Background: an optimization exercise with open tools, aiming at small area, a short achievable clock period and few clock cycles per item. Do not read the settings as production practice.
RTL that was checked went through simulation tests only; none was proved equivalent to the original.
Only the layout flow was run in run 5; the RTL was not checked for function there.

[design/flow/flow/run.sh]
#!/bin/bash
# Standard ORFS layout (the standard.sh, standard synthesis), with the
# port buffers made of sky130_fd_sc_hd__buf_1 instead of the resizer's default pick.
set -uo pipefail
export BUFFER_PORTS_ARGS="-buffer_cell sky130_fd_sc_hd__buf_1"
bash standard.sh > standard_flow.log 2>&1
[design/flow/standard.sh]
#!/bin/bash
# synth_recipe.tcl (not shown) runs the flow's synth.tcl, then flattens the netlist and writes it again
# the make line also repeats each setting of config.mk as NAME=value (left out here)
make -C /OpenROAD-flow-scripts/flow DESIGN_CONFIG=/design/flow/config.mk WORK_HOME=/design/flow/orfs CLKGATE_MAP_FILE= SYNTH_SCRIPT=/design/flow/synth_recipe.tcl "${@:-finish}"
[design/flow/config.mk]
export PLATFORM = sky130hd
export DESIGN_NAME = IOTDF
export DESIGN_NICKNAME = IOTDF
export VERILOG_FILES = /design/flow/design.v
export SDC_FILE = /design/flow/constraint.sdc
export NUM_CORES = 4
export LEC_CHECK = 0
export ABC_AREA = 1
export ABC_CLOCK_PERIOD_IN_PS = 3000
export CAP_MARGIN = 20
export CORE_MARGIN = 2
export CORE_UTILIZATION = 30
export CTS_BUF_LIST = sky130_fd_sc_hd__clkbuf_8
export CTS_CLUSTER_DIAMETER = 60
export CTS_CLUSTER_SIZE = 14
export SETUP_SLACK_MARGIN = 2.2
export SLEW_MARGIN = 20
[design/flow/constraint.sdc]
create_clock -name core_clock -period 4.5 [get_ports {clk}]
set_input_delay 0.9000 -clock core_clock [delete_from_list [all_inputs] [get_ports {clk}]]
set_output_delay 0.9000 -clock core_clock [all_outputs]
set_load 0.01 [all_outputs]
[design/flow/design.v]
module IOTDF (input clk, input rst, input in_en, input [7:0] iot_in, input [2:0] fn_sel,
              output busy, output valid, output [127:0] iot_out);
    function [3:0] s1;
        input [5:0] x;
        case (x)
            6'd0: s1 = 4'd14;
            6'd1: s1 = 4'd0;
            6'd2: s1 = 4'd4;
            6'd3: s1 = 4'd15;
            6'd4: s1 = 4'd13;
            6'd5: s1 = 4'd7;
            6'd6: s1 = 4'd1;
            6'd7: s1 = 4'd4;
            6'd8: s1 = 4'd2;
            6'd9: s1 = 4'd14;
            6'd10: s1 = 4'd15;
            6'd11: s1 = 4'd2;
            6'd12: s1 = 4'd11;
            6'd13: s1 = 4'd13;
            6'd14: s1 = 4'd8;
            6'd15: s1 = 4'd1;
            6'd16: s1 = 4'd3;
            6'd17: s1 = 4'd10;
            6'd18: s1 = 4'd10;
            6'd19: s1 = 4'd6;
            6'd20: s1 = 4'd6;
            6'd21: s1 = 4'd12;
            6'd22: s1 = 4'd12;
            6'd23: s1 = 4'd11;
            6'd24: s1 = 4'd5;
            6'd25: s1 = 4'd9;
            6'd26: s1 = 4'd9;
            6'd27: s1 = 4'd5;
            6'd28: s1 = 4'd0;
            6'd29: s1 = 4'd3;
            6'd30: s1 = 4'd7;
            6'd31: s1 = 4'd8;
            6'd32: s1 = 4'd4;
            6'd33: s1 = 4'd15;
            6'd34: s1 = 4'd1;
            6'd35: s1 = 4'd12;
            6'd36: s1 = 4'd14;
            6'd37: s1 = 4'd8;
            6'd38: s1 = 4'd8;
            6'd39: s1 = 4'd2;
            6'd40: s1 = 4'd13;
            6'd41: s1 = 4'd4;
            6'd42: s1 = 4'd6;
            6'd43: s1 = 4'd9;
            6'd44: s1 = 4'd2;
            6'd45: s1 = 4'd1;
            6'd46: s1 = 4'd11;
            6'd47: s1 = 4'd7;
            6'd48: s1 = 4'd15;
            6'd49: s1 = 4'd5;
            6'd50: s1 = 4'd12;
            6'd51: s1 = 4'd11;
            6'd52: s1 = 4'd9;
            6'd53: s1 = 4'd3;
            6'd54: s1 = 4'd7;
            6'd55: s1 = 4'd14;
            6'd56: s1 = 4'd3;
            6'd57: s1 = 4'd10;
            6'd58: s1 = 4'd10;
            6'd59: s1 = 4'd0;
            6'd60: s1 = 4'd5;
            6'd61: s1 = 4'd6;
            6'd62: s1 = 4'd0;
            6'd63: s1 = 4'd13;
        endcase
    endfunction
    function [3:0] s2;
        input [5:0] x;
        case (x)
            6'd0: s2 = 4'd15;
            6'd1: s2 = 4'd3;
            6'd2: s2 = 4'd1;
            6'd3: s2 = 4'd13;
            6'd4: s2 = 4'd8;
            6'd5: s2 = 4'd4;
            6'd6: s2 = 4'd14;
            6'd7: s2 = 4'd7;
            6'd8: s2 = 4'd6;
            6'd9: s2 = 4'd15;
            6'd10: s2 = 4'd11;
            6'd11: s2 = 4'd2;
            6'd12: s2 = 4'd3;
            6'd13: s2 = 4'd8;
            6'd14: s2 = 4'd4;
            6'd15: s2 = 4'd14;
            6'd16: s2 = 4'd9;
            6'd17: s2 = 4'd12;
            6'd18: s2 = 4'd7;
            6'd19: s2 = 4'd0;
            6'd20: s2 = 4'd2;
            6'd21: s2 = 4'd1;
            6'd22: s2 = 4'd13;
            6'd23: s2 = 4'd10;
            6'd24: s2 = 4'd12;
            6'd25: s2 = 4'd6;
            6'd26: s2 = 4'd0;
            6'd27: s2 = 4'd9;
            6'd28: s2 = 4'd5;
            6'd29: s2 = 4'd11;
            6'd30: s2 = 4'd10;
            6'd31: s2 = 4'd5;
            6'd32: s2 = 4'd0;
            6'd33: s2 = 4'd13;
            6'd34: s2 = 4'd14;
            6'd35: s2 = 4'd8;
            6'd36: s2 = 4'd7;
            6'd37: s2 = 4'd10;
            6'd38: s2 = 4'd11;
            6'd39: s2 = 4'd1;
            6'd40: s2 = 4'd10;
            6'd41: s2 = 4'd3;
            6'd42: s2 = 4'd4;
            6'd43: s2 = 4'd15;
            6'd44: s2 = 4'd13;
            6'd45: s2 = 4'd4;
            6'd46: s2 = 4'd1;
            6'd47: s2 = 4'd2;
            6'd48: s2 = 4'd5;
            6'd49: s2 = 4'd11;
            6'd50: s2 = 4'd8;
            6'd51: s2 = 4'd6;
            6'd52: s2 = 4'd12;
            6'd53: s2 = 4'd7;
            6'd54: s2 = 4'd6;
            6'd55: s2 = 4'd12;
            6'd56: s2 = 4'd9;
            6'd57: s2 = 4'd0;
            6'd58: s2 = 4'd3;
            6'd59: s2 = 4'd5;
            6'd60: s2 = 4'd2;
            6'd61: s2 = 4'd14;
            6'd62: s2 = 4'd15;
            6'd63: s2 = 4'd9;
        endcase
    endfunction
    function [3:0] s3;
        input [5:0] x;
        case (x)
            6'd0: s3 = 4'd10;
            6'd1: s3 = 4'd13;
            6'd2: s3 = 4'd0;
            6'd3: s3 = 4'd7;
            6'd4: s3 = 4'd9;
            6'd5: s3 = 4'd0;
            6'd6: s3 = 4'd14;
            6'd7: s3 = 4'd9;
            6'd8: s3 = 4'd6;
            6'd9: s3 = 4'd3;
            6'd10: s3 = 4'd3;
            6'd11: s3 = 4'd4;
            6'd12: s3 = 4'd15;
            6'd13: s3 = 4'd6;
            6'd14: s3 = 4'd5;
            6'd15: s3 = 4'd10;
            6'd16: s3 = 4'd1;
            6'd17: s3 = 4'd2;
            6'd18: s3 = 4'd13;
            6'd19: s3 = 4'd8;
            6'd20: s3 = 4'd12;
            6'd21: s3 = 4'd5;
            6'd22: s3 = 4'd7;
            6'd23: s3 = 4'd14;
            6'd24: s3 = 4'd11;
            6'd25: s3 = 4'd12;
            6'd26: s3 = 4'd4;
            6'd27: s3 = 4'd11;
            6'd28: s3 = 4'd2;
            6'd29: s3 = 4'd15;
            6'd30: s3 = 4'd8;
            6'd31: s3 = 4'd1;
            6'd32: s3 = 4'd13;
            6'd33: s3 = 4'd1;
            6'd34: s3 = 4'd6;
            6'd35: s3 = 4'd10;
            6'd36: s3 = 4'd4;
            6'd37: s3 = 4'd13;
            6'd38: s3 = 4'd9;
            6'd39: s3 = 4'd0;
            6'd40: s3 = 4'd8;
            6'd41: s3 = 4'd6;
            6'd42: s3 = 4'd15;
            6'd43: s3 = 4'd9;
            6'd44: s3 = 4'd3;
            6'd45: s3 = 4'd8;
            6'd46: s3 = 4'd0;
            6'd47: s3 = 4'd7;
            6'd48: s3 = 4'd11;
            6'd49: s3 = 4'd4;
            6'd50: s3 = 4'd1;
            6'd51: s3 = 4'd15;
            6'd52: s3 = 4'd2;
            6'd53: s3 = 4'd14;
            6'd54: s3 = 4'd12;
            6'd55: s3 = 4'd3;
            6'd56: s3 = 4'd5;
            6'd57: s3 = 4'd11;
            6'd58: s3 = 4'd10;
            6'd59: s3 = 4'd5;
            6'd60: s3 = 4'd14;
            6'd61: s3 = 4'd2;
            6'd62: s3 = 4'd7;
            6'd63: s3 = 4'd12;
        endcase
    endfunction
    function [3:0] s4;
        input [5:0] x;
        case (x)
            6'd0: s4 = 4'd7;
            6'd1: s4 = 4'd13;
            6'd2: s4 = 4'd13;
            6'd3: s4 = 4'd8;
            6'd4: s4 = 4'd14;
            6'd5: s4 = 4'd11;
            6'd6: s4 = 4'd3;
            6'd7: s4 = 4'd5;
            6'd8: s4 = 4'd0;
            6'd9: s4 = 4'd6;
            6'd10: s4 = 4'd6;
            6'd11: s4 = 4'd15;
            6'd12: s4 = 4'd9;
            6'd13: s4 = 4'd0;
            6'd14: s4 = 4'd10;
            6'd15: s4 = 4'd3;
            6'd16: s4 = 4'd1;
            6'd17: s4 = 4'd4;
            6'd18: s4 = 4'd2;
            6'd19: s4 = 4'd7;
            6'd20: s4 = 4'd8;
            6'd21: s4 = 4'd2;
            6'd22: s4 = 4'd5;
            6'd23: s4 = 4'd12;
            6'd24: s4 = 4'd11;
            6'd25: s4 = 4'd1;
            6'd26: s4 = 4'd12;
            6'd27: s4 = 4'd10;
            6'd28: s4 = 4'd4;
            6'd29: s4 = 4'd14;
            6'd30: s4 = 4'd15;
            6'd31: s4 = 4'd9;
            6'd32: s4 = 4'd10;
            6'd33: s4 = 4'd3;
            6'd34: s4 = 4'd6;
            6'd35: s4 = 4'd15;
            6'd36: s4 = 4'd9;
            6'd37: s4 = 4'd0;
            6'd38: s4 = 4'd0;
            6'd39: s4 = 4'd6;
            6'd40: s4 = 4'd12;
            6'd41: s4 = 4'd10;
            6'd42: s4 = 4'd11;
            6'd43: s4 = 4'd1;
            6'd44: s4 = 4'd7;
            6'd45: s4 = 4'd13;
            6'd46: s4 = 4'd13;
            6'd47: s4 = 4'd8;
            6'd48: s4 = 4'd15;
            6'd49: s4 = 4'd9;
            6'd50: s4 = 4'd1;
            6'd51: s4 = 4'd4;
            6'd52: s4 = 4'd3;
            6'd53: s4 = 4'd5;
            6'd54: s4 = 4'd14;
            6'd55: s4 = 4'd11;
            6'd56: s4 = 4'd5;
            6'd57: s4 = 4'd12;
            6'd58: s4 = 4'd2;
            6'd59: s4 = 4'd7;
            6'd60: s4 = 4'd8;
            6'd61: s4 = 4'd2;
            6'd62: s4 = 4'd4;
            6'd63: s4 = 4'd14;
        endcase
    endfunction
    function [3:0] s5;
        input [5:0] x;
        case (x)
            6'd0: s5 = 4'd2;
            6'd1: s5 = 4'd14;
            6'd2: s5 = 4'd12;
            6'd3: s5 = 4'd11;
            6'd4: s5 = 4'd4;
            6'd5: s5 = 4'd2;
            6'd6: s5 = 4'd1;
            6'd7: s5 = 4'd12;
            6'd8: s5 = 4'd7;
            6'd9: s5 = 4'd4;
            6'd10: s5 = 4'd10;
            6'd11: s5 = 4'd7;
            6'd12: s5 = 4'd11;
            6'd13: s5 = 4'd13;
            6'd14: s5 = 4'd6;
            6'd15: s5 = 4'd1;
            6'd16: s5 = 4'd8;
            6'd17: s5 = 4'd5;
            6'd18: s5 = 4'd5;
            6'd19: s5 = 4'd0;
            6'd20: s5 = 4'd3;
            6'd21: s5 = 4'd15;
            6'd22: s5 = 4'd15;
            6'd23: s5 = 4'd10;
            6'd24: s5 = 4'd13;
            6'd25: s5 = 4'd3;
            6'd26: s5 = 4'd0;
            6'd27: s5 = 4'd9;
            6'd28: s5 = 4'd14;
            6'd29: s5 = 4'd8;
            6'd30: s5 = 4'd9;
            6'd31: s5 = 4'd6;
            6'd32: s5 = 4'd4;
            6'd33: s5 = 4'd11;
            6'd34: s5 = 4'd2;
            6'd35: s5 = 4'd8;
            6'd36: s5 = 4'd1;
            6'd37: s5 = 4'd12;
            6'd38: s5 = 4'd11;
            6'd39: s5 = 4'd7;
            6'd40: s5 = 4'd10;
            6'd41: s5 = 4'd1;
            6'd42: s5 = 4'd13;
            6'd43: s5 = 4'd14;
            6'd44: s5 = 4'd7;
            6'd45: s5 = 4'd2;
            6'd46: s5 = 4'd8;
            6'd47: s5 = 4'd13;
            6'd48: s5 = 4'd15;
            6'd49: s5 = 4'd6;
            6'd50: s5 = 4'd9;
            6'd51: s5 = 4'd15;
            6'd52: s5 = 4'd12;
            6'd53: s5 = 4'd0;
            6'd54: s5 = 4'd5;
            6'd55: s5 = 4'd9;
            6'd56: s5 = 4'd6;
            6'd57: s5 = 4'd10;
            6'd58: s5 = 4'd3;
            6'd59: s5 = 4'd4;
            6'd60: s5 = 4'd0;
            6'd61: s5 = 4'd5;
            6'd62: s5 = 4'd14;
            6'd63: s5 = 4'd3;
        endcase
    endfunction
    function [3:0] s6;
        input [5:0] x;
        case (x)
            6'd0: s6 = 4'd12;
            6'd1: s6 = 4'd10;
            6'd2: s6 = 4'd1;
            6'd3: s6 = 4'd15;
            6'd4: s6 = 4'd10;
            6'd5: s6 = 4'd4;
            6'd6: s6 = 4'd15;
            6'd7: s6 = 4'd2;
            6'd8: s6 = 4'd9;
            6'd9: s6 = 4'd7;
            6'd10: s6 = 4'd2;
            6'd11: s6 = 4'd12;
            6'd12: s6 = 4'd6;
            6'd13: s6 = 4'd9;
            6'd14: s6 = 4'd8;
            6'd15: s6 = 4'd5;
            6'd16: s6 = 4'd0;
            6'd17: s6 = 4'd6;
            6'd18: s6 = 4'd13;
            6'd19: s6 = 4'd1;
            6'd20: s6 = 4'd3;
            6'd21: s6 = 4'd13;
            6'd22: s6 = 4'd4;
            6'd23: s6 = 4'd14;
            6'd24: s6 = 4'd14;
            6'd25: s6 = 4'd0;
            6'd26: s6 = 4'd7;
            6'd27: s6 = 4'd11;
            6'd28: s6 = 4'd5;
            6'd29: s6 = 4'd3;
            6'd30: s6 = 4'd11;
            6'd31: s6 = 4'd8;
            6'd32: s6 = 4'd9;
            6'd33: s6 = 4'd4;
            6'd34: s6 = 4'd14;
            6'd35: s6 = 4'd3;
            6'd36: s6 = 4'd15;
            6'd37: s6 = 4'd2;
            6'd38: s6 = 4'd5;
            6'd39: s6 = 4'd12;
            6'd40: s6 = 4'd2;
            6'd41: s6 = 4'd9;
            6'd42: s6 = 4'd8;
            6'd43: s6 = 4'd5;
            6'd44: s6 = 4'd12;
            6'd45: s6 = 4'd15;
            6'd46: s6 = 4'd3;
            6'd47: s6 = 4'd10;
            6'd48: s6 = 4'd7;
            6'd49: s6 = 4'd11;
            6'd50: s6 = 4'd0;
            6'd51: s6 = 4'd14;
            6'd52: s6 = 4'd4;
            6'd53: s6 = 4'd1;
            6'd54: s6 = 4'd10;
            6'd55: s6 = 4'd7;
            6'd56: s6 = 4'd1;
            6'd57: s6 = 4'd6;
            6'd58: s6 = 4'd13;
            6'd59: s6 = 4'd0;
            6'd60: s6 = 4'd11;
            6'd61: s6 = 4'd8;
            6'd62: s6 = 4'd6;
            6'd63: s6 = 4'd13;
        endcase
    endfunction
    function [3:0] s7;
        input [5:0] x;
        case (x)
            6'd0: s7 = 4'd4;
            6'd1: s7 = 4'd13;
            6'd2: s7 = 4'd11;
            6'd3: s7 = 4'd0;
            6'd4: s7 = 4'd2;
            6'd5: s7 = 4'd11;
            6'd6: s7 = 4'd14;
            6'd7: s7 = 4'd7;
            6'd8: s7 = 4'd15;
            6'd9: s7 = 4'd4;
            6'd10: s7 = 4'd0;
            6'd11: s7 = 4'd9;
            6'd12: s7 = 4'd8;
            6'd13: s7 = 4'd1;
            6'd14: s7 = 4'd13;
            6'd15: s7 = 4'd10;
            6'd16: s7 = 4'd3;
            6'd17: s7 = 4'd14;
            6'd18: s7 = 4'd12;
            6'd19: s7 = 4'd3;
            6'd20: s7 = 4'd9;
            6'd21: s7 = 4'd5;
            6'd22: s7 = 4'd7;
            6'd23: s7 = 4'd12;
            6'd24: s7 = 4'd5;
            6'd25: s7 = 4'd2;
            6'd26: s7 = 4'd10;
            6'd27: s7 = 4'd15;
            6'd28: s7 = 4'd6;
            6'd29: s7 = 4'd8;
            6'd30: s7 = 4'd1;
            6'd31: s7 = 4'd6;
            6'd32: s7 = 4'd1;
            6'd33: s7 = 4'd6;
            6'd34: s7 = 4'd4;
            6'd35: s7 = 4'd11;
            6'd36: s7 = 4'd11;
            6'd37: s7 = 4'd13;
            6'd38: s7 = 4'd13;
            6'd39: s7 = 4'd8;
            6'd40: s7 = 4'd12;
            6'd41: s7 = 4'd1;
            6'd42: s7 = 4'd3;
            6'd43: s7 = 4'd4;
            6'd44: s7 = 4'd7;
            6'd45: s7 = 4'd10;
            6'd46: s7 = 4'd14;
            6'd47: s7 = 4'd7;
            6'd48: s7 = 4'd10;
            6'd49: s7 = 4'd9;
            6'd50: s7 = 4'd15;
            6'd51: s7 = 4'd5;
            6'd52: s7 = 4'd6;
            6'd53: s7 = 4'd0;
            6'd54: s7 = 4'd8;
            6'd55: s7 = 4'd15;
            6'd56: s7 = 4'd0;
            6'd57: s7 = 4'd14;
            6'd58: s7 = 4'd5;
            6'd59: s7 = 4'd2;
            6'd60: s7 = 4'd9;
            6'd61: s7 = 4'd3;
            6'd62: s7 = 4'd2;
            6'd63: s7 = 4'd12;
        endcase
    endfunction
    function [3:0] s8;
        input [5:0] x;
        case (x)
            6'd0: s8 = 4'd13;
            6'd1: s8 = 4'd1;
            6'd2: s8 = 4'd2;
            6'd3: s8 = 4'd15;
            6'd4: s8 = 4'd8;
            6'd5: s8 = 4'd13;
            6'd6: s8 = 4'd4;
            6'd7: s8 = 4'd8;
            6'd8: s8 = 4'd6;
            6'd9: s8 = 4'd10;
            6'd10: s8 = 4'd15;
            6'd11: s8 = 4'd3;
            6'd12: s8 = 4'd11;
            6'd13: s8 = 4'd7;
            6'd14: s8 = 4'd1;
            6'd15: s8 = 4'd4;
            6'd16: s8 = 4'd10;
            6'd17: s8 = 4'd12;
            6'd18: s8 = 4'd9;
            6'd19: s8 = 4'd5;
            6'd20: s8 = 4'd3;
            6'd21: s8 = 4'd6;
            6'd22: s8 = 4'd14;
            6'd23: s8 = 4'd11;
            6'd24: s8 = 4'd5;
            6'd25: s8 = 4'd0;
            6'd26: s8 = 4'd0;
            6'd27: s8 = 4'd14;
            6'd28: s8 = 4'd12;
            6'd29: s8 = 4'd9;
            6'd30: s8 = 4'd7;
            6'd31: s8 = 4'd2;
            6'd32: s8 = 4'd7;
            6'd33: s8 = 4'd2;
            6'd34: s8 = 4'd11;
            6'd35: s8 = 4'd1;
            6'd36: s8 = 4'd4;
            6'd37: s8 = 4'd14;
            6'd38: s8 = 4'd1;
            6'd39: s8 = 4'd7;
            6'd40: s8 = 4'd9;
            6'd41: s8 = 4'd4;
            6'd42: s8 = 4'd12;
            6'd43: s8 = 4'd10;
            6'd44: s8 = 4'd14;
            6'd45: s8 = 4'd8;
            6'd46: s8 = 4'd2;
            6'd47: s8 = 4'd13;
            6'd48: s8 = 4'd0;
            6'd49: s8 = 4'd15;
            6'd50: s8 = 4'd6;
            6'd51: s8 = 4'd12;
            6'd52: s8 = 4'd10;
            6'd53: s8 = 4'd9;
            6'd54: s8 = 4'd13;
            6'd55: s8 = 4'd0;
            6'd56: s8 = 4'd15;
            6'd57: s8 = 4'd3;
            6'd58: s8 = 4'd3;
            6'd59: s8 = 4'd5;
            6'd60: s8 = 4'd5;
            6'd61: s8 = 4'd6;
            6'd62: s8 = 4'd8;
            6'd63: s8 = 4'd11;
        endcase
    endfunction
    function [55:0] pc1;
        input [63:0] k;
        pc1 = {k[7], k[15], k[23], k[31], k[39], k[47], k[55], k[63], k[6], k[14], k[22], k[30], k[38], k[46], k[54], k[62], k[5], k[13], k[21], k[29], k[37], k[45], k[53], k[61], k[4], k[12], k[20], k[28], k[1], k[9], k[17], k[25], k[33], k[41], k[49], k[57], k[2], k[10], k[18], k[26], k[34], k[42], k[50], k[58], k[3], k[11], k[19], k[27], k[35], k[43], k[51], k[59], k[36], k[44], k[52], k[60]};
    endfunction
    function [63:0] ipc1;
        input [55:0] cd;
        input [7:0] p;
        ipc1 = {cd[48], cd[40], cd[32], cd[0], cd[4], cd[12], cd[20], p[7], cd[49], cd[41], cd[33], cd[1], cd[5], cd[13], cd[21], p[6], cd[50], cd[42], cd[34], cd[2], cd[6], cd[14], cd[22], p[5], cd[51], cd[43], cd[35], cd[3], cd[7], cd[15], cd[23], p[4], cd[52], cd[44], cd[36], cd[28], cd[8], cd[16], cd[24], p[3], cd[53], cd[45], cd[37], cd[29], cd[9], cd[17], cd[25], p[2], cd[54], cd[46], cd[38], cd[30], cd[10], cd[18], cd[26], p[1], cd[55], cd[47], cd[39], cd[31], cd[11], cd[19], cd[27], p[0]};
    endfunction
    function [47:0] pc2;
        input [55:0] x;
        pc2 = {x[42], x[39], x[45], x[32], x[55], x[51], x[53], x[28], x[41], x[50], x[35], x[46], x[33], x[37], x[44], x[52], x[30], x[48], x[40], x[49], x[29], x[36], x[43], x[54], x[15], x[4], x[25], x[19], x[9], x[1], x[26], x[16], x[5], x[11], x[23], x[8], x[12], x[7], x[17], x[0], x[22], x[3], x[10], x[14], x[6], x[20], x[27], x[24]};
    endfunction
    function [63:0] ip;
        input [63:0] p;
        ip = {p[6], p[14], p[22], p[30], p[38], p[46], p[54], p[62], p[4], p[12], p[20], p[28], p[36], p[44], p[52], p[60], p[2], p[10], p[18], p[26], p[34], p[42], p[50], p[58], p[0], p[8], p[16], p[24], p[32], p[40], p[48], p[56], p[7], p[15], p[23], p[31], p[39], p[47], p[55], p[63], p[5], p[13], p[21], p[29], p[37], p[45], p[53], p[61], p[3], p[11], p[19], p[27], p[35], p[43], p[51], p[59], p[1], p[9], p[17], p[25], p[33], p[41], p[49], p[57]};
    endfunction
    function [63:0] fp;
        input [63:0] x;
        fp = {x[24], x[56], x[16], x[48], x[8], x[40], x[0], x[32], x[25], x[57], x[17], x[49], x[9], x[41], x[1], x[33], x[26], x[58], x[18], x[50], x[10], x[42], x[2], x[34], x[27], x[59], x[19], x[51], x[11], x[43], x[3], x[35], x[28], x[60], x[20], x[52], x[12], x[44], x[4], x[36], x[29], x[61], x[21], x[53], x[13], x[45], x[5], x[37], x[30], x[62], x[22], x[54], x[14], x[46], x[6], x[38], x[31], x[63], x[23], x[55], x[15], x[47], x[7], x[39]};
    endfunction
    function [47:0] e;
        input [31:0] x;
        e = {x[0], x[31], x[30], x[29], x[28], x[27], x[28], x[27], x[26], x[25], x[24], x[23], x[24], x[23], x[22], x[21], x[20], x[19], x[20], x[19], x[18], x[17], x[16], x[15], x[16], x[15], x[14], x[13], x[12], x[11], x[12], x[11], x[10], x[9], x[8], x[7], x[8], x[7], x[6], x[5], x[4], x[3], x[4], x[3], x[2], x[1], x[0], x[31]};
    endfunction
    function [31:0] pp;
        input [31:0] x;
        pp = {x[16], x[25], x[12], x[11], x[3], x[20], x[4], x[15], x[31], x[17], x[9], x[6], x[27], x[14], x[1], x[22], x[30], x[24], x[8], x[18], x[0], x[5], x[29], x[23], x[13], x[19], x[2], x[26], x[10], x[21], x[28], x[7]};
    endfunction
    function [2:0] crc8;
        input [2:0] r;
        input [7:0] d;
        integer i;
        reg [2:0] c;
        reg fb;
        begin
            c = r;
            for (i = 7; i >= 0; i = i - 1) begin
                fb = c[2] ^ d[i];
                c = {c[1], c[0] ^ fb, fb};
            end
            crc8 = c;
        end
    endfunction
    function [7:0] g2b;
        input c;
        input [7:0] g;
        integer i;
        reg b;
        begin
            b = c;
            for (i = 7; i >= 0; i = i - 1) begin
                b = b ^ g[i];
                g2b[i] = b;
            end
        end
    endfunction
    reg         busy_r, valid_r;
    reg [3:0]   cnt;         
    reg         m_des, m_enc;    
    reg         plsb;        
    reg [127:0] O;           
    reg         act;         
    reg [3:0]   rc;          
    reg [31:0]  Lr, Rr;
    reg [27:0]  Cr, Dr;
    reg [7:0]   P;           
    assign busy = busy_r;
    assign valid = valid_r;
    assign iot_out = O;
    wire [127:0] blk   = {O[119:0], iot_in};       
    wire         first = (cnt == 4'd0);
    wire         last  = in_en & (cnt == 4'd15);
    wire         load  = last & m_des;
    wire         copy  = act & (rc == 4'd0);
    wire [55:0]  cd0 = pc1(blk[127:64]);
    wire [47:0]  K   = pc2({Cr, Dr});
    wire [47:0]  sx  = e(Rr) ^ K;
    wire [31:0]  so  = {s1(sx[47:42]), s2(sx[41:36]), s3(sx[35:30]), s4(sx[29:24]),
                        s5(sx[23:18]), s6(sx[17:12]), s7(sx[11:6]), s8(sx[5:0])};
    wire [31:0]  Rn  = Lr ^ pp(so);
    wire [63:0]  des_out = fp({Rn, Rr});
    wire [55:0]  cd_key  = m_enc ? {Cr, Dr} : {Cr[0], Cr[27:1], Dr[0], Dr[27:1]};
    wire [63:0]  key_out = ipc1(cd_key, P);
    wire         amt1 = (rc == 4'd1) | (rc == 4'd8) | (rc == 4'd15);
    wire         f_crc = (fn_sel == 3'd3);
    wire         f_b2g = (fn_sel == 3'd4);
    wire         f_g2b = (fn_sel == 3'd5);
    wire         c_in = ~first & (f_g2b ? O[0] : plsb);
    wire [2:0]   crc_in = first ? 3'd0 : O[2:0];
    reg  [7:0]   byte_in;
    always @(*) begin
        if (f_crc)      byte_in = {5'd0, crc8(crc_in, iot_in)};
        else if (f_b2g) byte_in = iot_in ^ {c_in, iot_in[7:1]};
        else if (f_g2b) byte_in = g2b(c_in, iot_in);
        else            byte_in = iot_in;
    end
    wire busy_n = ~(in_en & (cnt == 4'd14)) &
                  (load | (act & ~((rc == 4'd0) | (rc == 4'd15))));
    wire valid_n = (last & ~m_des) | copy;
    always @(posedge clk or posedge rst) begin
        if (rst) begin
            busy_r <= 1'b0; valid_r <= 1'b0;
            cnt <= 4'd0;
            act <= 1'b0;
        end else begin
            busy_r <= busy_n; valid_r <= valid_n;
            if (in_en) cnt <= cnt + 4'd1;
            if (load) act <= 1'b1;
            else if (copy) act <= 1'b0;
        end
    end
    always @(posedge clk) begin
        plsb <= iot_in[0];
        m_des <= (fn_sel == 3'd1) | (fn_sel == 3'd2);
        m_enc <= (fn_sel == 3'd1);
        rc <= load ? 4'd1 : rc + 4'd1;
        if (copy) O <= {key_out, des_out};
        else O <= {O[119:8], O[7:3], O[2:0] & {3{~f_crc}}, byte_in};
        if (load) begin
            {Lr, Rr} <= ip(blk[63:0]);
            {Cr, Dr} <= m_enc ? {cd0[54:28], cd0[55], cd0[26:0], cd0[27]} : cd0;
            P <= {blk[120], blk[112], blk[104], blk[96], blk[88], blk[80], blk[72], blk[64]};
        end else begin
            Lr <= Rr;
            Rr <= Rn;
            if (m_enc) begin
                if (amt1) {Cr, Dr} <= {Cr[26:0], Cr[27], Dr[26:0], Dr[27]};
                else      {Cr, Dr} <= {Cr[25:0], Cr[27:26], Dr[25:0], Dr[27:26]};
            end else begin
                if (amt1) {Cr, Dr} <= {Cr[0], Cr[27:1], Dr[0], Dr[27:1]};
                else      {Cr, Dr} <= {Cr[1:0], Cr[27:2], Dr[1:0], Dr[27:2]};
            end
        end
    end
endmodule
==> results by group, run 1 <==
Run status
  – Status: no timing/DRC/antenna violations

Place
  – Pre-CTS WS: roughly 1.7 ns
  – Number of port buffers: about 140
  – HPWL Detailed: 42200 um
  – GP Congestion: roughly 0.95
  – Placed inst area: approximately 18000 um2

Floorplanning
  – # IOs: between 100 and 150
  – Die H: between 200 and 250 um
  – Site Rows: 86
  – Chip width: ~240 um
  – Die area: 57300 um2
  – Initial Util: 0.302
  – Core Region: 55000 um2

Route
  – Vias per cell: slightly above 5
  – Total vias in the final route: 17461
  – First DRT Iteration DRCs: roughly 1800
  – DR DRC count: 0
  – WL/cell: ~17 um
  – WL final: ~59000 um
  – Remaining antenna violation count after routing: 0
  – TritonRoute pass-1 iters: 6

Timing
  – Final Hold Vio Count: 0
  – Worst Max-Slew Pin Slew: around 0.95 ns
  – Tmin final: about 2.2 ns
  – Slew Limit Fails: 0
  – Fmax: 444 MHz
  – Clock skew: 0.0569 ns
  – Final setup vio count: 0
  – Setup ws final: about 2.3 ns
  – Post-route setup TNS: 0 ns
  – Relative slew slack: 0.360
  – Fin crit share: 0.500
  – RSZ-0062 raised after global routing: yes

Logic synthesis
  – Simple-gate share of the synthesized area: 0.321
  – YS warnings: 1
  – Syn nets: between 2000 and 3000
  – Largest family of logic cells by synthesized area: simple AND/OR/NAND/NOR gates
  – Synth Area in Compound Gates: 0.172
  – Mux cell area share after synthesis: 0
  – Sequential fraction of the synthesis area: 0.332
  – Post-synth ARST share: 0.0259
  – Cell Area, Synth: about 17000 um2
  – Share of the synthesized area in the top cell type: 0.307
  – Synth unique cells: 48
  – Synth Area in Adders: 0.0467
  – Post-Syn Instances: ~2500
  – Post-Synth XOR/XNOR Area: 0.0467
  – Synth Flop Type: dfxtp_1
  – EDFF count, synth: 8
  – Synth area leaders: dfxtp_1, nand2_1, nand3_1
  – Post-synthesis average cell area: 6.65 um2
  – Yosys top cell by area: dfxtp_1
  – Post-synthesis register bit count: between 200 and 300

Clock tree
  – CTS buffer count: 28
  – Worst skew pair latency: 0.63 ns
  – CTS sink cnt: 270
  – CTS tree: yes
  – CTS max path bufs: 3
  – CTS clk-pin slew, worst paths: ~0.09 ns
  – H-tree depth: 1
  – Clock root cell: clkbuf_8

Setup path
  – CP Capture Point: O[10]$_DFF_P_
  – Critical path class: reg -> reg
  – RR Endpoint: O[10]$_DFF_P_
  – R2R cell count: 12
  – Critical path origin: Cr[7]$_DFF_P_
  – CP Capture Type: register
  – Critical path fanouts, max: 4
  – R2R Setup Slk: 2.25 ns
  – R2r startpoint: Cr[7]$_DFF_P_
  – Worst EP arrival: ~2.8 ns
  – Startpoint Class: register
  – Crit path required time: 5.02 ns

Final layout
  – Leading cell type in the layout, fill and taps excluded: nand2_1
  – Layout cells sized above 1: 0.125
  – Util after Layout: 0.358
  – Syn-to-layout area delta: 18.3%
  – Filler cell count: around 6000
  – Most frequent cells in the layout: nand2_1, nand3_1, dfxtp_1
  – Post-route cell area: a little under 20000 um2
  – Nets@finish: 2704

Job
  – Max_cap viols: 0

Global route
  – First-pass GRT wire length: between 80000 and 90000 um
  – GRT Util Overall: 0.196
  – Pin count of the biggest net entering global routing: roughly 140
  – Grt total ovfl: 0
  – Vias in the first global route: ~15000
  – Initial antenna violation count: 2

Worst hold path
  – Worst hold path type: in -> async
-- synth_stat cells (all sizes together) (25+ instances only) --
cell type,number
nand2,752
nor2,174
xor2,25
inv,202
a21oi,40
ha,62
nand3,337
o21ai,263
buf,58
o211ai,82
dfxtp,255
clkbuf,73
o31ai,55
xnor2,46
-- per-layer routing --
layer  GRT usage  wire length, um
met2       0.307            26000
met4      0.0580             1780
met3      0.0229             3990
met5           0                0
met1       0.281            26800
-- sequential cells by signal, indices dropped and copies added (netlist names) --
name	cells
Dr	28
m_enc	1
act	1
Lr	32
plsb	1
valid_r	1
cnt	4
P	8
rc	4
m_des	1
Cr	28
O	128
busy_r	1
Rr	32
-- metrics by stage --
stage,cells,hold WS (ns)
after detailed placement,3275,0.431
after global placement,3275,0.424
after global routing,3393,0.180
after floorplan,2499,0.413
after CTS,3347,0.158
final,3394,0.194
-- layout make-up --
type                       count  area, um2  share of cell area
clock inverter                15        158             0.00802
tap                          748        936              0.0476
clock buffer                  31        427              0.0217
multi-input combinational   1897      10400               0.531
inverter                     202        817              0.0415
sequential                   270       5640               0.287
timing repair inverter         1       7.51            0.000382
antenna                        2       5.00            0.000254
timing repair buffer         228       1240              0.0628
-- worst max-delay path: stages (launching register included) --
cell and delay (ns):
dfxtp_4 0.39, xnor2_4 0.25, inv_2 0.10, ha_4 0.29
inv_1 0.06, nand2_1 0.10, nand2_1 0.08, o211ai_1 0.22
o21ai_1 0.12, o21ai_2 0.17, xor2_1 0.20, nand2_1 0.06
o21ai_1 0.09
-- timing repair --
action	CTS	global route
buffers inserted	25	44
gates cloned	1	1
endpoints found under the setup margin	128	135
gates resized for setup	91	148
pin swaps	16	42
hold buffers	0	0
-- how the worst min path moves through the flow --
stage                     start           endpoint  depth (start not counted)
2_1_floorplan  rc[0]$_SDFF_PP1_   rc[0]$_SDFF_PP1_                          1
3_3_place_gp     P[0]$_DFFE_PP_      O[64]$_DFF_P_                          2
3_5_place_dp     P[4]$_DFFE_PP_      O[96]$_DFF_P_                          2
6_report                    rst  valid_r$_DFF_PP0_                          2
5_1_grt                     rst  valid_r$_DFF_PP0_                          2
4_1_cts                     rst   busy_r$_DFF_PP0_                          2
-- cell families after synthesis --
group           after synthesis
simple gates               1283
compound gates              480
buf+inv                     333
flops                       270
xor+xnor                     71
fa+ha+maj                    62
Testbench counts, summed over its fixed seeds: cycles 8,100, items 480.
==> run 2, diff against run 1 <==
--- a/design/flow/config.mk
+++ b/design/flow/config.mk
@@ -8,3 +8,3 @@
 export ABC_AREA = 1
-export ABC_CLOCK_PERIOD_IN_PS = 3000
+export ABC_CLOCK_PERIOD_IN_PS = 2300
 export CAP_MARGIN = 20
@@ -12,5 +12,2 @@
 export CORE_UTILIZATION = 30
-export CTS_BUF_LIST = sky130_fd_sc_hd__clkbuf_8
-export CTS_CLUSTER_DIAMETER = 60
-export CTS_CLUSTER_SIZE = 14
 export SETUP_SLACK_MARGIN = 2.2
==> results by group, run 2 <==
Logic synthesis
  – Share of the synthesized area in the top cell type: 0.307
  – Cell Area, Synth: around 17000 um2
  – Most frequent cell after synthesis: nand2_1
  – Synth unique cells: 48
  – Sequential fraction of the synthesis area: 0.332
  – Synth area leaders: dfxtp_1, nand2_1, nand3_1
  – Syn nets: between 2000 and 3000
  – Post-synth ARST share: 0.0259
  – Post-synthesis average cell area: 6.65 um2
  – YS warnings: 1
  – Commonest cells in the netlist: nand2_1, nand3_1, dfxtp_1
  – Post-Syn Instances: approximately 2500
  – Post-synthesis register bit count: 270
  – Synth Flop Type: dfxtp_1
  – Yosys top cell by area: dfxtp_1
  – EDFF count, synth: 8

Final layout
  – Leading cell type in the layout, fill and taps excluded: nand2_1
  – Nets@finish: about 2700
  – Fin cells: 3385
  – Syn-to-layout area delta: 20.7%
  – Largest register FFs: around 130
  – Largest Register: O
  – Layout cells sized above 1: 0.123
  – Largest regs: O: 128 flops, Lr: 32 flops, Rr: 32 flops
  – Most frequent cells in the layout: nand2_1, nand3_1, dfxtp_1

Timing
  – Fmax: about 430 MHz
  – Fin crit share: 0.515
  – Worst Max-Slew Pin Slew: about 1.1 ns
  – Final setup vio count: 0
  – Slew Limit Fails: 0
  – RSZ-0062 raised after global routing: yes
  – Setup ws final: 2.18 ns
  – Relative slew slack: 0.252
  – Final Hold Vio Count: 0
  – Post-route setup TNS: 0 ns
  – Clock skew: ~0.0094 ns
  – Tmin final: ~2.3 ns

Floorplanning
  – Die area: roughly 57000 um2
  – Initial Util: 0.302
  – # IOs: between 100 and 150
  – Site Rows: 86
  – Chip width: ~240 um
  – Core Region: between 50000 and 60000 um2
  – Die H: about 240 um

Place
  – GP Congestion: ~0.95
  – Placed cell count: roughly 3300
  – Number of port buffers: about 140
  – HPWL Detailed: around 42000 um
  – Pre-CTS WS: around 1.7 ns

Global route
  – Initial antenna violation count: 1
  – First-pass GRT wire length: ~90000 um
  – GRT met2 Usage: 0.309
  – Most used routing layer: met2
  – Vias in the first global route: ~15000
  – Grt total ovfl: 0
  – Pin count of the biggest net entering global routing: about 140
  – Met3 Usage GRT: 0.0271
  – GRT Util Overall: 0.196
  – Met1 global-route usage: 0.279

Clock tree
  – CTS max path bufs: 3
  – H-tree depth: 1
  – Clock root cell: clkbuf_16
  – CTS clk-pin slew, worst paths: roughly 0.06 ns
  – # hold bufs at CTS: 0
  – CTS sink cnt: between 200 and 300
  – CTS buffer count: 30
  – Worst skew pair latency: ~0.57 ns
  – CTS tree: yes

Setup path
  – Slowest cell on crit path: dfxtp_4
  – CP Capture Type: register
  – Crit path required time: about 5.0 ns
  – Largest delay contributor family on the critical path: compound AO/OA/AOI/OAI gates
  – CP dominant cell by count: nand2_1
  – Startpoint Class: register
  – Critical path fanouts, max: 5
  – CP cell instances: xnor2_2, buf_6, clkinvlp_4, ha_4, inv_2, nand2_4, o21ai_2, nand2_1, o21ai_1, o211ai_1, nand2_1, xnor2_2, nand2_1, o21ai_1
  – Critical path class: reg -> reg
  – Worst EP arrival: roughly 2.8 ns
  – Max incr delay on CP: around 0.38 ns
  – CP Buf/Inv Count: 3

Route
  – Vias per cell: roughly 5
  – Total vias in the final route: roughly 17000
  – DR DRC count: 0
  – WL final: about 58000 um
  – First DRT Iteration DRCs: 1727
  – Remaining antenna violation count after routing: 0
  – WL/cell: approximately 17 um
  – TritonRoute pass-1 iters: 6

Worst hold path
  – Worst hold path type: in -> async

Job
  – Max_cap viols: 0

Run status
  – Status: no timing/DRC/antenna violations
## run 2: layer usage
layer  share of wire  vias up  wire (um)
met5               0        -          0
met4           0.026        0       1540
met3           0.069       69       4020
met2            0.45      666      26200
li1                -     8550          -
met1            0.46     8065      26700
## run 2: worst reg2reg max path, stage by stage, from the launching register on
cell and delay (ns):
dfxtp_4 0.38, xnor2_2 0.17, buf_6 0.15, clkinvlp_4 0.15, ha_4 0.34, inv_2 0.05, nand2_4 0.08, o21ai_2 0.05
nand2_1 0.09, o21ai_1 0.10, o211ai_1 0.23, nand2_1 0.13, xnor2_2 0.19, nand2_1 0.07, o21ai_1 0.07
## run 2: path summary, 6_finish.rpt
kind | startpoint | endpoint | slack (ns) | cells past startpoint
min in group core_clock | P[4]$_DFFE_PP_ | O[96]$_DFF_P_ | 0.45 | 2
hold / removal | rst | cnt[1]$_DFFE_PP0P_ | 0.23 | 2
max in group asynchronous | rst | busy_r$_DFF_PP0_ | 4.05 | 2
setup reg to reg | Rr[28]$_DFF_P_ | Rr[23]$_DFF_P_ | 2.18 | 14
setup / recovery | Rr[28]$_DFF_P_ | Rr[23]$_DFF_P_ | 2.18 | 14
hold reg to reg | P[4]$_DFFE_PP_ | O[96]$_DFF_P_ | 0.45 | 2
## run 2: what timing repair did
item | 4_1_cts | 5_1_grt
hold endpoints to repair | 0 | 0
endpoints found under the setup margin | 140 | 137
buffers inserted | 23 | 29
pin swaps | 13 | 42
gates cloned | 1 | 1
gates resized for setup | 83 | 161
## run 2: cell families after synthesis
kind of cell    after synthesis  share of synthesized area
compound gates              480                      0.172
xor+xnor                     71                     0.0467
fa+ha+maj                    62                     0.0467
buf+inv                     333                     0.0822
flops                       270                      0.332
simple gates               1283                      0.321
## run 2: area by class of cell
type                    instances  area, um2
diodes                          1       2.50
clock buffers                  43        891
clock inverters                12        170
fillers                      5826      34900
inverters                     202        820
multi-input cells            1897      10500
flip-flops and latches        270       5630
well taps                     748        936
repair buffers                211       1110
repair inverters                1       7.51
## run 2: stage by stage
stage	hold slack (ns)	utilization	area [um2]
floorplan	0.413	-	16600
finish	0.230	0.365	20100
detailed placement	0.431	0.321	17700
CTS	0.213	0.351	19300
global placement	0.424	0.321	17600
global route	0.241	0.365	20100
==> run 3, diff against run 2 <==
--- a/design/flow/config.mk
+++ b/design/flow/config.mk
@@ -12,2 +12,5 @@
 export CORE_UTILIZATION = 30
+export CTS_BUF_LIST = sky130_fd_sc_hd__clkbuf_4
+export CTS_CLUSTER_DIAMETER = 50
+export CTS_CLUSTER_SIZE = 10
 export SETUP_SLACK_MARGIN = 2.2
==> results by group, run 3 <==
Run status
  – Status: no timing/DRC/antenna violations

Clock tree
  – H-tree depth: 2
  – CTS clk-pin slew, worst paths: 0.11 ns
  – CTS max path bufs: 3
  – CTS tree: yes
  – CTS buffer count: 39
  – CTS sink cnt: 270
  – Worst skew pair latency: just under 0.8 ns
  – Clock root cell: clkbuf_4

Place
  – Placed cell count: 3275
  – HPWL Detailed: ~42000 um
  – Pre-CTS WS: ~1.7 ns
  – Number of port buffers: approximately 140
  – GP Congestion: between 0.9 and 1

Timing
  – Clock skew: between 0.06 and 0.07 ns
  – Min Hold Slack: ~0.4 ns
  – Setup ws final: 2.25 ns
  – Tmin final: between 2 and 2.5 ns
  – Post-route setup TNS: 0 ns
  – Slew Limit Fails: 0
  – Fmax: about 440 MHz
  – Worst Max-Slew Pin Slew: 1.11 ns
  – Final Hold Vio Count: 0
  – Final setup vio count: 0
  – RSZ-0062 raised after global routing: yes
  – Relative slew slack: 0.256
  – Fin crit share: 0.500

Logic synthesis
  – Post-Synth XOR/XNOR Area: 0.0467
  – Synth Area in Adders: 0.0467
  – Syn nets: between 2000 and 3000
  – Post-synth ARST share: 0.0259
  – Most frequent cell after synthesis: nand2_1
  – Commonest cells in the netlist: nand2_1, nand3_1, dfxtp_1
  – Synth unique cells: 48
  – Mux cell area share after synthesis: 0
  – Largest family of logic cells by synthesized area: simple AND/OR/NAND/NOR gates
  – Cell Area, Synth: about 17000 um2
  – Post-Syn Instances: 2499
  – Share of the synthesized area in the top cell type: 0.307
  – Post-synthesis register bit count: between 200 and 300
  – Synth Flop Type: dfxtp_1
  – Yosys top cell by area: dfxtp_1
  – Post-synthesis average cell area: roughly 6.7 um2
  – Synth Area in Compound Gates: 0.172
  – Synth area leaders: dfxtp_1, nand2_1, nand3_1
  – YS warnings: 1
  – Simple-gate share of the synthesized area: 0.321
  – Sequential fraction of the synthesis area: 0.332
  – EDFF count, synth: 8

Setup path
  – CP cell instances: buf_1
  – Max incr delay on CP: approximately 0.4 ns
  – Startpoint Class: register
  – Worst EP arrival: about 1.4 ns
  – Critical path class: reg -> out
  – CP Buf/Inv Count: 1
  – Largest delay contributor family on the critical path: flip-flops
  – Critical path fanouts, max: 3
  – Slowest cell on crit path: dfxtp_2
  – Crit path required time: 3.60 ns
  – CP Capture Type: primary output

Final layout
  – Most frequent cells in the layout: nand2_1, nand3_1, o21ai_0
  – Leading cell type in the layout, fill and taps excluded: nand2_1
  – Fin cells: about 3400
  – Nets@finish: between 2000 and 3000
  – Layout cells sized above 1: 0.167
  – Largest regs: O: 128 flops, Lr: 32 flops, Rr: 32 flops
  – Syn-to-layout area delta: 18.7%
  – Largest register FFs: approximately 130
  – Largest Register: O

Route
  – DR DRC count: 0
  – TritonRoute pass-1 iters: 5
  – First DRT Iteration DRCs: 1648
  – Remaining antenna violation count after routing: 0
  – WL/cell: 17.3 um
  – Vias per cell: slightly above 5
  – Total vias in the final route: approximately 17000
  – WL final: about 59000 um

Floorplanning
  – Chip width: 239 um
  – Site Rows: 86
  – Die area: approximately 57000 um2
  – Initial Util: 0.302
  – Die H: around 240 um
  – # IOs: 144
  – Core Region: roughly 55000 um2

Global route
  – Grt total ovfl: 0
  – First-pass GRT wire length: ~90000 um
  – Vias in the first global route: 15533
  – Pin count of the biggest net entering global routing: approximately 140
  – GRT Util Overall: 0.198
  – Initial antenna violation count: 2

Worst hold path
  – Worst hold path type: in -> reg

Job
  – Max_cap viols: 0
==> run 3: cell type report <==
cell class / instances / area (um2)
Fill cell: 5880 / 35200
Multi-Input combinational cell: 1897 / 10500
Sequential cell: 270 / 5750
Timing Repair Buffer: 217 / 1220
Tap cell: 748 / 936
Inverter: 202 / 825
Clock buffer: 45 / 338
Clock inverter: 15 / 170
Timing Repair inverter: 1 / 7.51
Antenna cell: 2 / 5.00
==> run 3: through the flow <==
step	utilization	instance area [um2]
after detailed placement	0.321	17700
after global placement	0.321	17600
after floorplan	-	16600
final	0.359	19700
after CTS	0.344	18900
after global routing	0.359	19700
==> run 3: cell families after synthesis <==
group,Yosys count
flops,270
compound gates,480
simple gates,1283
fa+ha+maj,62
xor+xnor,71
buf+inv,333
==> run 3: final timing paths <==
check,startpoint,endpoint,slack (ns),cells after the start
max in group asynchronous,rst,act$_DFFE_PP0P_,3.73,3
worst min-delay path,iot_in[0],plsb$_DFF_P_,0.40,1
worst min register to register,O[112]$_DFF_P_,P[7]$_DFFE_PP_,0.45,0
worst max register to register,Rr[28]$_DFF_P_,Rr[23]$_DFF_P_,2.26,15
min in group asynchronous,rst,valid_r$_DFF_PP0_,0.56,3
worst max-delay path,O[95]$_DFF_P_,iot_out[95],2.25,1
==> run 3: repair_timing <==
item,in CTS,in global routing
cloned,1,1
hold buffers,1,0
setup endpoints to repair,227,150
setup buffers,26,31
pin swaps,18,40
resized for setup,207,175
hold endpoints to repair,7,0
==> run 3: per-layer routing <==
layer | GRT usage | part of all wire | vias up
met2 | 0.311 | 0.45 | 681
li1 | - | - | 8573
met4 | 0.0616 | 0.027 | 0
met1 | 0.280 | 0.46 | 8090
met5 | 0 | 0 | -
met3 | 0.0270 | 0.067 | 105
==> run 4, diff against run 3 <==
==> design/flow/config.mk (replaced) <==
export PLATFORM = sky130hd
export DESIGN_NAME = IOTDF
export DESIGN_NICKNAME = IOTDF
export VERILOG_FILES = /design/flow/design.v
export SDC_FILE = /design/flow/constraint.sdc
export NUM_CORES = 4
export LEC_CHECK = 0
export ABC_AREA = 1
export ABC_CLOCK_PERIOD_IN_PS = 2450
export CAP_MARGIN = 20
export CORE_MARGIN = 2
export CORE_UTILIZATION = 40
export CTS_BUF_LIST = sky130_fd_sc_hd__clkbuf_8
export CTS_CLUSTER_DIAMETER = 60
export CTS_CLUSTER_SIZE = 14
export SETUP_SLACK_MARGIN = 2.05
export SLEW_MARGIN = 20
==> results by group, run 4 <==
Run status
  – Status: no timing/DRC/antenna violations

Final layout
  – Largest register FFs: ~130
  – Leading cell type in the layout, fill and taps excluded: nand2_1
  – Largest regs: O: 128 flops, Lr: 32 flops, Rr: 32 flops
  – Inserted Diodes: 0
  – Most frequent cells in the layout: nand2_1, nand3_1, o21ai_0
  – Layout cells sized above 1: 0.0981
  – Nets@finish: between 2000 and 3000
  – Syn-to-layout area delta: 14.4%
  – Largest Register: O
  – Fin cells: 3161

Clock tree
  – CTS buffer count: 30
  – CTS clk-pin slew, worst paths: 0.09 ns
  – CTS tree: yes
  – Clock root cell: clkbuf_8
  – Worst skew pair latency: ~0.63 ns
  – # hold bufs at CTS: 0
  – CTS max path bufs: 3
  – CTS sink cnt: 270
  – H-tree depth: 1

Logic synthesis
  – Commonest cells in the netlist: nand2_1, nand3_1, dfxtp_1
  – Synth Flop Type: dfxtp_1
  – Post-synthesis average cell area: approximately 6.7 um2
  – Synth area leaders: dfxtp_1, nand2_1, nand3_1
  – EDFF count, synth: 8
  – YS warnings: 1
  – Cell Area, Synth: 16600 um2
  – Syn nets: ~2600
  – Synth unique cells: 48
  – Post-Syn Instances: about 2500
  – Most frequent cell after synthesis: nand2_1
  – Sequential fraction of the synthesis area: 0.332
  – Share of the synthesized area in the top cell type: 0.307
  – Yosys top cell by area: dfxtp_1
  – Post-synthesis register bit count: 270
  – Post-synth ARST share: 0.0259

Global route
  – Pin count of the biggest net entering global routing: about 160
  – GRT Util Overall: 0.253
  – Vias in the first global route: around 16000
  – Initial antenna violation count: 0
  – First-pass GRT wire length: 88200 um
  – Grt total ovfl: 0

Route
  – Remaining antenna violation count after routing: 0
  – Total vias in the final route: roughly 17000
  – TritonRoute pass-1 iters: 6
  – First DRT Iteration DRCs: around 1900
  – WL/cell: roughly 18 um
  – DR DRC count: 0
  – WL final: approximately 57000 um
  – Vias per cell: around 5.5

Job
  – Max_cap viols: 0

Floorplanning
  – Core Region: between 40000 and 50000 um2
  – Site Rows: 74
  – Die area: about 43000 um2
  – Chip width: ~210 um
  – # IOs: around 140
  – Initial Util: 0.406
  – Die H: 208 um

Place
  – Placed cell count: approximately 3100
  – Number of port buffers: about 140
  – HPWL Detailed: approximately 42000 um
  – GP Congestion: around 0.93

Timing
  – Relative slew slack: 0.342
  – Clock skew: between 0.02 and 0.025 ns
  – Post-route setup TNS: 0 ns
  – Fmax: 427 MHz
  – Tmin final: ~2.3 ns
  – Final setup vio count: 0
  – RSZ-0062 raised after global routing: no
  – Fin crit share: 0.520
  – Slew Limit Fails: 0
  – Worst Max-Slew Pin Slew: about 0.98 ns
  – Final Hold Vio Count: 0

Worst hold path
  – Worst hold path type: in -> async

Setup path
  – Critical path class: reg -> reg
  – Critical path fanouts, max: 5
  – Startpoint Class: register
  – Worst EP arrival: around 2.8 ns
  – Crit path required time: 4.99 ns
  – CP Capture Type: register
run 4: through the flow:
step           hold slack, ns  instance area, um2   util  setup WS, ns
4_1_cts                 0.140               18400  0.449          2.06
3_3_place_gp            0.425               17400  0.424          1.59
5_1_grt                 0.182               19000  0.465          2.02
2_1_floorplan           0.413               16600      -          2.22
6_report                0.161               19000  0.465          2.16
3_5_place_dp            0.436               17400  0.424          1.55
run 4: kinds of logic (layout without fill, tap and decap cells):
logic type               count (synthesis)  count (layout)  share of synthesized area
AO/OA/AOI/OAI                          480             480                      0.172
XOR/XNOR                                71              71                     0.0467
flip-flops                             270             270                      0.332
AND/OR/NAND/NOR                       1283            1283                      0.321
adder cells (fa/ha/maj)                 62              62                     0.0467
buffers and inverters                  333             463                     0.0822
run 4: final cells by class:
type,instances,area [um2]
Clock buffer,42,578
Multi-Input combinational cell,1896,10200
Fill cell,4252,21900
Inverter,202,806
Sequential cell,270,5620
Timing Repair inverter,1,5.00
Timing Repair Buffer,205,1040
Clock inverter,13,109
Tap cell,532,666
run 4: path summary, 6_finish.rpt:
check,startpoint,end,slack (ns),cells after the start
setup / recovery,Dr[8]$_DFF_P_,Rr[21]$_DFF_P_,2.16,14
min in group core_clock,P[5]$_DFFE_PP_,O[104]$_DFF_P_,0.45,2
hold / removal,rst,act$_DFFE_PP0P_,0.16,2
setup reg to reg,Dr[8]$_DFF_P_,Rr[21]$_DFF_P_,2.16,14
hold reg to reg,P[5]$_DFFE_PP_,O[104]$_DFF_P_,0.45,2
max in group asynchronous,rst,cnt[1]$_DFFE_PP0P_,4.12,2
run 4: repair_timing:
action	in CTS	in global routing
endpoints found under the setup margin	124	115
gates cloned	0	1
resized for setup	56	85
setup buffers	10	37
pin swaps	6	16
run 4: metal layers:
layer	part of all wire	vias up	track usage
met4	0.034	0	0.0768
met2	0.44	675	0.390
met1	0.46	8132	0.364
met3	0.072	102	0.0382
li1	-	8535	-
met5	0	-	0
run 4: critical path: stages (launching register included):
cell      delay (ns)
dfxtp_4         0.39
xnor2_2         0.16
buf_4           0.17
inv_1           0.12
ha_4            0.31
inv_1           0.05
nand2_2         0.10
nand2_1         0.10
o211ai_1        0.17
o21ai_1         0.11
nand2_1         0.09
nand2_2         0.12
xnor2_2         0.16
nand2_1         0.06
o21ai_0         0.09
==> run 5, diff against run 4 <==
--- a/design/flow/design.v
+++ b/design/flow/design.v
@@ -614,2 +614,5 @@
     reg         m_des, m_enc;    
+    reg         m_e0, m_d1;      
+    reg         ldA, ldB, ldC;   
+    reg         amt1;            
     reg         plsb;        
@@ -627,3 +630,3 @@
     wire         last  = in_en & (cnt == 4'd15);
-    wire         load  = last & m_des;
+    wire         load  = ldC;    
     wire         copy  = act & (rc == 4'd0);
@@ -638,3 +641,2 @@
     wire [63:0]  key_out = ipc1(cd_key, P);
-    wire         amt1 = (rc == 4'd1) | (rc == 4'd8) | (rc == 4'd15);
     wire         f_crc = (fn_sel == 3'd3);
@@ -656,3 +658,3 @@
         if (rst) begin
-            busy_r <= 1'b0; valid_r <= 1'b0;
+            busy_r <= 1'b0; valid_r <= 1'b0; ldC <= 1'b0;
             cnt <= 4'd0;
@@ -661,2 +663,3 @@
             busy_r <= busy_n; valid_r <= valid_n;
+            ldC <= in_en & (cnt == 4'd14) & ((fn_sel == 3'd1) | (fn_sel == 3'd2));
             if (in_en) cnt <= cnt + 4'd1;
@@ -670,2 +673,7 @@
         m_enc <= (fn_sel == 3'd1);
+        m_e0 <= fn_sel[0];
+        m_d1 <= fn_sel[1];
+        ldA <= in_en & (cnt == 4'd14) & ~fn_sel[2];
+        ldB <= in_en & (cnt == 4'd14);
+        amt1 <= load | (rc == 4'd7) | (rc == 4'd14);
         rc <= load ? 4'd1 : rc + 4'd1;
@@ -673,16 +681,16 @@
         else O <= {O[119:8], O[7:3], O[2:0] & {3{~f_crc}}, byte_in};
-        if (load) begin
-            {Lr, Rr} <= ip(blk[63:0]);
-            {Cr, Dr} <= m_enc ? {cd0[54:28], cd0[55], cd0[26:0], cd0[27]} : cd0;
-            P <= {blk[120], blk[112], blk[104], blk[96], blk[88], blk[80], blk[72], blk[64]};
-        end else begin
+        if (ldB) {Lr, Rr} <= ip(blk[63:0]);
+        else begin
             Lr <= Rr;
             Rr <= Rn;
-            if (m_enc) begin
-                if (amt1) {Cr, Dr} <= {Cr[26:0], Cr[27], Dr[26:0], Dr[27]};
-                else      {Cr, Dr} <= {Cr[25:0], Cr[27:26], Dr[25:0], Dr[27:26]};
-            end else begin
-                if (amt1) {Cr, Dr} <= {Cr[0], Cr[27:1], Dr[0], Dr[27:1]};
-                else      {Cr, Dr} <= {Cr[1:0], Cr[27:2], Dr[1:0], Dr[27:2]};
-            end
+        end
+        if (ldA) begin
+            {Cr, Dr} <= m_d1 ? cd0 : {cd0[54:28], cd0[55], cd0[26:0], cd0[27]};
+            P <= {blk[120], blk[112], blk[104], blk[96], blk[88], blk[80], blk[72], blk[64]};
+        end else if (m_e0) begin
+            if (amt1) {Cr, Dr} <= {Cr[26:0], Cr[27], Dr[26:0], Dr[27]};
+            else      {Cr, Dr} <= {Cr[25:0], Cr[27:26], Dr[25:0], Dr[27:26]};
+        end else begin
+            if (amt1) {Cr, Dr} <= {Cr[0], Cr[27:1], Dr[0], Dr[27:1]};
+            else      {Cr, Dr} <= {Cr[1:0], Cr[27:2], Dr[1:0], Dr[27:2]};
         end
==> results by group, run 5 <==
Run status
  – Status: no timing/DRC/antenna violations

Logic synthesis
  – Commonest cells in the netlist: nand2_1, o21ai_0, dfxtp_1
  – Synth unique cells: between 40 and 50
  – Most frequent cell after synthesis: nand2_1
  – Post-Syn Instances: approximately 2500
  – Cell Area, Synth: approximately 17000 um2
  – Largest family of logic cells by synthesized area: simple AND/OR/NAND/NOR gates
  – Post-Synth XOR/XNOR Area: 0.0444
  – Post-synthesis register bit count: around 280
  – Synth area leaders: dfxtp_1, nand2_1, o21ai_0
  – Yosys top cell by area: dfxtp_1
  – EDFF count, synth: 8
  – Simple-gate share of the synthesized area: 0.279
  – Synth Area in Adders: 0.0461
  – Synth Flop Type: dfxtp_1
  – Syn nets: about 2600
  – Sequential fraction of the synthesis area: 0.336
  – YS warnings: 1
  – Post-synthesis average cell area: roughly 6.7 um2
  – Post-synth ARST share: 0.0290
  – Share of the synthesized area in the top cell type: 0.310
  – Mux cell area share after synthesis: 0
  – Synth Area in Compound Gates: 0.205

Final layout
  – Nets@finish: ~2700
  – Inserted Diodes: 0
  – Syn-to-layout area delta: 13.7%
  – Largest Register: O
  – Largest regs: O: 128 flops, Lr: 32 flops, Rr: 32 flops
  – Leading cell type in the layout, fill and taps excluded: nand2_1
  – Layout cells sized above 1: 0.108
  – Most frequent cells in the layout: nand2_1, o21ai_0, nand3_1
  – Largest register FFs: between 100 and 150
  – Util after Layout: 0.458
  – Fin cells: between 3000 and 4000

Floorplanning
  – Chip width: roughly 210 um
  – Die area: 43700 um2
  – # IOs: about 140
  – Core Region: around 42000 um2
  – Die H: 209 um
  – Site Rows: 75
  – Initial Util: 0.403

Clock tree
  – CTS max path bufs: 3
  – CTS clk-pin slew, worst paths: ~0.1 ns
  – H-tree depth: 1
  – CTS buffer count: 26
  – Clock root cell: clkbuf_8
  – CTS sink cnt: between 200 and 300
  – # hold bufs at CTS: 0
  – CTS tree: yes
  – Worst skew pair latency: a little over 0.6 ns

Global route
  – Vias in the first global route: roughly 16000
  – Pin count of the biggest net entering global routing: between 100 and 150
  – First-pass GRT wire length: 89000 um
  – GRT Util Overall: 0.254
  – Grt total ovfl: 0
  – Initial antenna violation count: 0

Worst hold path
  – Worst hold path type: in -> async

Timing
  – Post-route setup TNS: 0 ns
  – Final Hold Vio Count: 0
  – Worst Max-Slew Pin Slew: roughly 1.1 ns
  – Tmin final: between 2 and 2.5 ns
  – RSZ-0062 raised after global routing: yes
  – Relative slew slack: 0.289
  – Fmax: roughly 420 MHz
  – Fin crit share: 0.525
  – Setup ws final: between 2 and 2.5 ns
  – Final setup vio count: 0
  – Clock skew: 0.0246 ns
  – Slew Limit Fails: 0

Setup path
  – Crit path required time: 4.98 ns
  – CP Capture Type: register
  – Critical path class: reg -> reg
  – Worst EP arrival: 2.84 ns
  – Startpoint Class: register
  – Critical path fanouts, max: 7

Place
  – Placed cell count: 3098
  – Pre-CTS WS: about 1.5 ns
  – GP Congestion: around 1
  – HPWL Detailed: 42400 um
  – Number of port buffers: approximately 140

Route
  – WL/cell: about 18 um
  – Vias per cell: approximately 5.4
  – First DRT Iteration DRCs: 1656
  – Total vias in the final route: about 17000
  – Remaining antenna violation count after routing: 0
  – TritonRoute pass-1 iters: 5
  – DR DRC count: 0
  – WL final: slightly below 60000 um

Job
  – Max_cap viols: 0
-- run 5: final cells by class --
type | instances | area [um2]
Clock inverter | 13 | 126
Sequential cell | 276 | 5730
Inverter | 256 | 973
Timing Repair Buffer | 199 | 1000
Fill cell | 4309 | 22600
Multi-Input combinational cell | 1868 | 10200
Tap cell | 539 | 674
Clock buffer | 29 | 399
-- run 5: path summary, 6_finish.rpt --
| check | depth (start not counted) | slack (ns) | start | to |
|---|---|---|---|---|
| max | 14 | 2.14 | Dr[3]$_DFF_P_ | Rr[20]$_DFF_P_ |
| max reg2reg | 14 | 2.14 | Dr[3]$_DFF_P_ | Rr[20]$_DFF_P_ |
| min reg2reg | 1 | 0.44 | rc[0]$_SDFF_PP1_ | rc[0]$_SDFF_PP1_ |
| max in group asynchronous | 2 | 4.07 | rst | valid_r$_DFF_PP0_ |
| min in group core_clock | 1 | 0.44 | rc[0]$_SDFF_PP1_ | rc[0]$_SDFF_PP1_ |
| min | 2 | 0.18 | rst | ldC$_DFF_PP0_ |
-- run 5: cells by family (layout without fill, tap and decap cells) --
group / after synthesis / after routing
AOI/OAI and AO/OA: 619 / 619
xor gates and xnor gates: 75 / 75
adders and majority gates: 62 / 62
buffers and inverters: 385 / 497
DFF: 276 / 276
and+or+nand+nor: 1111 / 1112
-- run 5: metal layers --
layer	part of all wire	up-vias	GRT usage
li1	-	8564	-
met1	0.45	7953	0.347
met2	0.45	644	0.417
met3	0.063	92	0.0283
met4	0.039	0	0.0874
met5	0	-	0
-- run 5: per-stage QoR --
stage	instance area, um2	hold slack [ns]
floorplan	16800	0.395
global placement	17600	0.410
detailed placement	17600	0.415
CTS	18500	0.162
global route	19100	0.177
finish	19100	0.181
-- run 5: repair_timing --
action | 4_1_cts | 5_1_grt
setup endpoints to repair | 73 | 70
cloned | 0 | 2
pin swaps | 10 | 24
buffers inserted | 7 | 31
gates resized for setup | 60 | 88
-- run 5: worst max-delay path, stage by stage (launching register included) --
cell and delay, ns:
dfxtp_4 0.40, xnor2_2 0.16, buf_4 0.17, inv_1 0.10, ha_4 0.31, inv_1 0.06
nand2_2 0.10, nand2_2 0.07, o22ai_1 0.12, nand2_1 0.11, nand3_1 0.14, nand2_2 0.10
xor2_1 0.18, nand2_1 0.08, nand2_2 0.14

static timing again, ports no longer ideal:
How much do the figures lean on ideal ports? The routed layouts below were timed once more, with nothing changed but the port constraints.
Step 1 sets driving cells, clkbuf_16 on the clock port and buf_2 on the other inputs (assumed; they add their load-dependent delay and slew).
Step 2 also shifts input and output timing later by t, the mid clock arrival at the registers, as if the neighbouring blocks saw the same clock.
a / b / c = ideal ports / drivers / drivers and shift; a / b = the first two.
run	shift t [ns]	setup WS [ns]	hold WS [ns]	cell pins on the clock port's net
run 1	0.659	2.250 / 2.200 / 1.750	0.194 / 0.160 / 0.450	1
run 2	0.622	2.184 / 2.184 / 1.857	0.230 / 0.195 / 0.445	1
run 3	0.802	2.248 / 2.194 / 1.897	0.397 / 0.362 / 0.452	1
run 4	0.673	2.160 / 2.113 / 1.768	0.161 / 0.127 / 0.445	1
run 5	0.651	2.137 / 2.137 / 1.678	0.181 / 0.152 / 0.437	1
After both steps every run listed still meets setup and hold. For run 1, which loses most, drivers alone change the setup slack by -0.050 ns; drivers and shift together by -0.500 ns.
